From an optimization exercise on the open Yosys and OpenROAD flow, aimed at small area; shortcuts taken in it are not production practice.
Only simulation tests tie the RTL to the original design; equivalence was not proved.
No driver is modelled on the clock port, so clocking that relies on it looks cheaper here than on a real chip.
No activity file was given, so power comes from the tool's default toggle rates.

Design timer, start of the top module:
module timer (
    input wire clk,
    input wire reset_n,
    input wire cs,
    input wire we,
    input  wire [ 7 : 0] address,
    input  wire [31 : 0] write_data,
    output wire [31 : 0] read_data,
    output wire          ready
);
  localparam ADDR_CTRL = 8'h08;
  localparam ADDR_STATUS = 8'h09;
  localparam ADDR_PRESCALER = 8'h0a;
  localparam ADDR_TIMER = 8'h0b;
  reg  [31 : 0] prescaler_reg_n;   
  reg           prescaler_valid;
  reg  [31 : 0] timer_reg;
  reg           timer_valid;
  reg  [31 : 0] prescaler_ctr;
  reg           prescaler_ctr_valid;
  reg  [31 : 0] timer_ctr_n;   
  reg           timer_ctr_valid;
  reg           running_reg;
  reg           pending_reg;
  wire          wr = cs & we;
  wire          rd = cs & ~we;
  wire          wr_ctrl = wr & (address == ADDR_CTRL);
  wire          wr_prescaler = wr & (address == ADDR_PRESCALER) & ~running_reg;
  wire          wr_timer = wr & (address == ADDR_TIMER) & ~running_reg;
  ...
For scale: ~530 cells after synthesis, about 130 flip-flops, about 77 I/O pins, about 5200 µm² of cells after synthesis.
export LEC_CHECK = 0
export CAP_MARGIN = 0
export CORE_MARGIN = 2
export CORE_UTILIZATION = 40
export SLEW_MARGIN = 0
export SYNTH_HIERARCHICAL = 1
create_clock -name core_clock -period 5.0 [get_ports {clk}]
standard.sh (not shown) runs the stock make flow with config.mk's settings and CLKGATE_MAP_FILE= SYNTH_SCRIPT=/design/flow/synth_recipe.tcl, a recipe that flattens the netlist after the stock synthesis.
==> flow/flow/run.sh <==
#!/bin/bash
# Standard ORFS layout (the standard.sh) with these changes:
#  - synthesis maps logic with an area-oriented ABC script (flow/synth.tcl, flow/area.abc);
#  - ports are buffered with buf_1;
#  - a hand-built clock tree (flow/cts_tree.tcl): one clkbuf_4 root driving
#    CLOCK_TREE_LEAVES clkbuf_8 leaves, each driving one cluster of flip-flops;

set -euo pipefail
HERE=$(pwd)
export AREA_ABC_SCRIPT=$HERE/flow/area.abc
export BUFFER_PORTS_ARGS="-buffer_cell sky130_fd_sc_hd__buf_1"
export CLOCK_TREE_LEAVES=8
export PRE_CTS_TCL=$HERE/flow/cts_tree.tcl
# TritonCTS then only looks at the clock port's net, which has a single sink, and skips it.
export CTS_ARGS="-clk_nets clk -buf_list sky130_fd_sc_hd__clkbuf_8"

sed "s#SYNTH_SCRIPT=[^ ]*#SYNTH_SCRIPT=$HERE/flow/synth.tcl#" standard.sh > my_standard.sh
grep -q "SYNTH_SCRIPT=$HERE/flow/synth.tcl" my_standard.sh
bash my_standard.sh > standard.log 2>&1
==> flow/flow/area.abc <==
&get -n
&st
&syn3
&dch
&nf -R 1000
&st
&syn3
&dch
&nf -R 1000
&put
topo
stime -c
==> flow/flow/cts_tree.tcl <==
# PRE_CTS hook: build the clock tree by hand. The flip-flops are split into
# CLOCK_TREE_LEAVES k-means clusters of about equal size; each cluster gets a clkbuf_8 at its
# centre, and one clkbuf_4 root at the centre of the leaves drives them all, so the clock
# port drives a single cell pin. TritonCTS then finds no clock net left to buffer.
proc manual_clock_tree { nb cell rootcell } {
  set block [ord::get_db_block]
  set clknet [$block findNet clk]
  set sinks {}
  foreach it [$clknet getITerms] {
    set inst [$it getInst]
    set bb [$inst getBBox]
    lappend sinks [list $it [expr {([$bb xMin] + [$bb xMax]) / 2}] [expr {([$bb yMin] + [$bb yMax]) / 2}]]
  }
  set n [llength $sinks]
  set srt [lsort -integer -command {apply {{a b} {expr {([lindex $a 1]+[lindex $a 2]) - ([lindex $b 1]+[lindex $b 2])}}}} $sinks]
  set cen {}
  for {set g 0} {$g < $nb} {incr g} {
    set s [lindex $srt [expr {(2 * $g + 1) * $n / (2 * $nb)}]]
    lappend cen [list [lindex $s 1] [lindex $s 2]]
  }
  set cap [expr {($n + $nb - 1) / $nb + 2}]
  for {set iter 0} {$iter < 30} {incr iter} {
    # balanced assignment: nearest centre first, with a size cap per cluster
    set pairs {}
    set i 0
    foreach s $sinks {
      set g 0
      foreach c $cen {
        set d [expr {abs([lindex $s 1] - [lindex $c 0]) + abs([lindex $s 2] - [lindex $c 1])}]
        lappend pairs [list $d $i $g]
        incr g
      }
      incr i
    }
    set pairs [lsort -integer -index 0 $pairs]
    set asg [lrepeat $n -1]
    set cnt [lrepeat $nb 0]
    foreach p $pairs {
      lassign $p d i g
      if {[lindex $asg $i] >= 0} continue
      if {[lindex $cnt $g] >= $cap} continue
      lset asg $i $g
      lset cnt $g [expr {[lindex $cnt $g] + 1}]
    }
    set newcen {}
    for {set g 0} {$g < $nb} {incr g} {
      set sx 0; set sy 0; set k 0
      for {set i 0} {$i < $n} {incr i} {
        if {[lindex $asg $i] == $g} {
          set s [lindex $sinks $i]
          set sx [expr {$sx + [lindex $s 1]}]; set sy [expr {$sy + [lindex $s 2]}]; incr k
        }
      }
      if {$k > 0} { lappend newcen [list [expr {$sx / $k}] [expr {$sy / $k}]] } else { lappend newcen [lindex $cen $g] }
    }
    set cen $newcen
  }
  set master [[ord::get_db] findMaster $cell]
  set rx 0; set ry 0
  for {set g 0} {$g < $nb} {incr g} {
    set buf [odb::dbInst_create $block $master "clkbuf_leaf_$g"]
    set net [odb::dbNet_create $block "clknet_leaf_$g"]
    $net setSigType CLOCK
    $buf setLocation [lindex $cen $g 0] [lindex $cen $g 1]
    $buf setPlacementStatus PLACED
    [$buf findITerm X] connect $net
    set rx [expr {$rx + [lindex $cen $g 0]}]; set ry [expr {$ry + [lindex $cen $g 1]}]
  }
  set root [odb::dbInst_create $block [[ord::get_db] findMaster $rootcell] "clkbuf_root"]
  set rnet [odb::dbNet_create $block "clknet_root"]
  $rnet setSigType CLOCK
  $root setLocation [expr {$rx / $nb}] [expr {$ry / $nb}]
  $root setPlacementStatus PLACED
  [$root findITerm X] connect $rnet
  for {set g 0} {$g < $nb} {incr g} {
    [[$block findInst "clkbuf_leaf_$g"] findITerm A] connect $rnet
  }
  for {set i 0} {$i < $n} {incr i} {
    set it [lindex $sinks $i 0]
    $it disconnect
    $it connect [$block findNet "clknet_leaf_[lindex $asg $i]"]
  }
  [$root findITerm A] connect $clknet
  puts "manual clock tree: $n sinks, $nb leaves, cluster sizes $cnt"
}

manual_clock_tree $::env(CLOCK_TREE_LEAVES) sky130_fd_sc_hd__clkbuf_8 sky130_fd_sc_hd__clkbuf_4
Other scripts of this flow, unchanged in this note and not shown: flow/flow/synth.tcl
Change:
--- a/flow/flow/run.sh
+++ b/flow/flow/run.sh
@@ -5 +5 @@
-#  - a hand-built clock tree (flow/cts_tree.tcl): one clkbuf_4 root driving
+#  - a hand-built clock tree (flow/cts_tree.tcl): one clkbuf_8 root driving
--- a/flow/flow/cts_tree.tcl
+++ b/flow/flow/cts_tree.tcl
@@ -3 +3 @@
-# centre, and one clkbuf_4 root at the centre of the leaves drives them all, so the clock
+# centre, and one clkbuf_8 root at the centre of the leaves drives them all, so the clock
@@ -87 +87 @@
-manual_clock_tree $::env(CLOCK_TREE_LEAVES) sky130_fd_sc_hd__clkbuf_8 sky130_fd_sc_hd__clkbuf_4
+manual_clock_tree $::env(CLOCK_TREE_LEAVES) sky130_fd_sc_hd__clkbuf_8 sky130_fd_sc_hd__clkbuf_8
Final area is about the same.
Via count drops by 0.70%.
Hold slack hardly moves.
Setup slack degrades by 8.3 ps.
Fmax is about the same.
Register-to-register slack hardly moves.
Combinational power stays flat.
Final cell count is about the same.
Sequential share of layout area hardly moves.
Sequential power barely changes.
Die area is unchanged.
Change:
==> flow/flow/area.abc (replaced) <==
&get -n
&st
&syn2
&dch
&nf -R 1000
&st
&syn2
&dch
&nf -R 1000
&put
topo
stime -c
After rerunning: The changed run produced a clean layout. Critical path depth is higher by 1. Clock power climbs by about 1%. Wire length came out lower by 2.8%. First-iteration DRC count is lower by 0.84%. Design area rises by 0.83%. Cell count goes up by about 1.5%.

-- afterwards: timing with drivers on the ports --
Ports are ideal in the flow. The routed layouts listed here were re-timed in OpenROAD. Step 1 assumes that a clkbuf_16 drives the clock port and a buf_2 every other input. Step 2 adds t to the input delays and takes it off the output delays; t is the mean of the earliest and latest rising clock arrival at the registers after step 1. Input paths then give back, and output paths get back, about the clock's delay inside the block. a / b / c = ideal / step 1 / step 2; a / b = the first two.
| run | shift t [ns] | setup slack, ns | worst setup path at the end | clock arrival spread, ns | worst slew at a driven data input, ns |
|---|---|---|---|---|---|
| the first run | 0.536 | 0.840 / 0.840 / 0.840 | register to register | 0.042 / 0.042 | 0.03 |
| the second run | 0.435 | 0.832 / 0.832 / 0.832 | register to register | 0.039 / 0.039 | 0.04 |
| the third run | 0.435 | 0.711 / 0.711 / 0.711 | register to register | 0.022 / 0.022 | 0.03 |
After both steps every run listed still meets setup and hold.
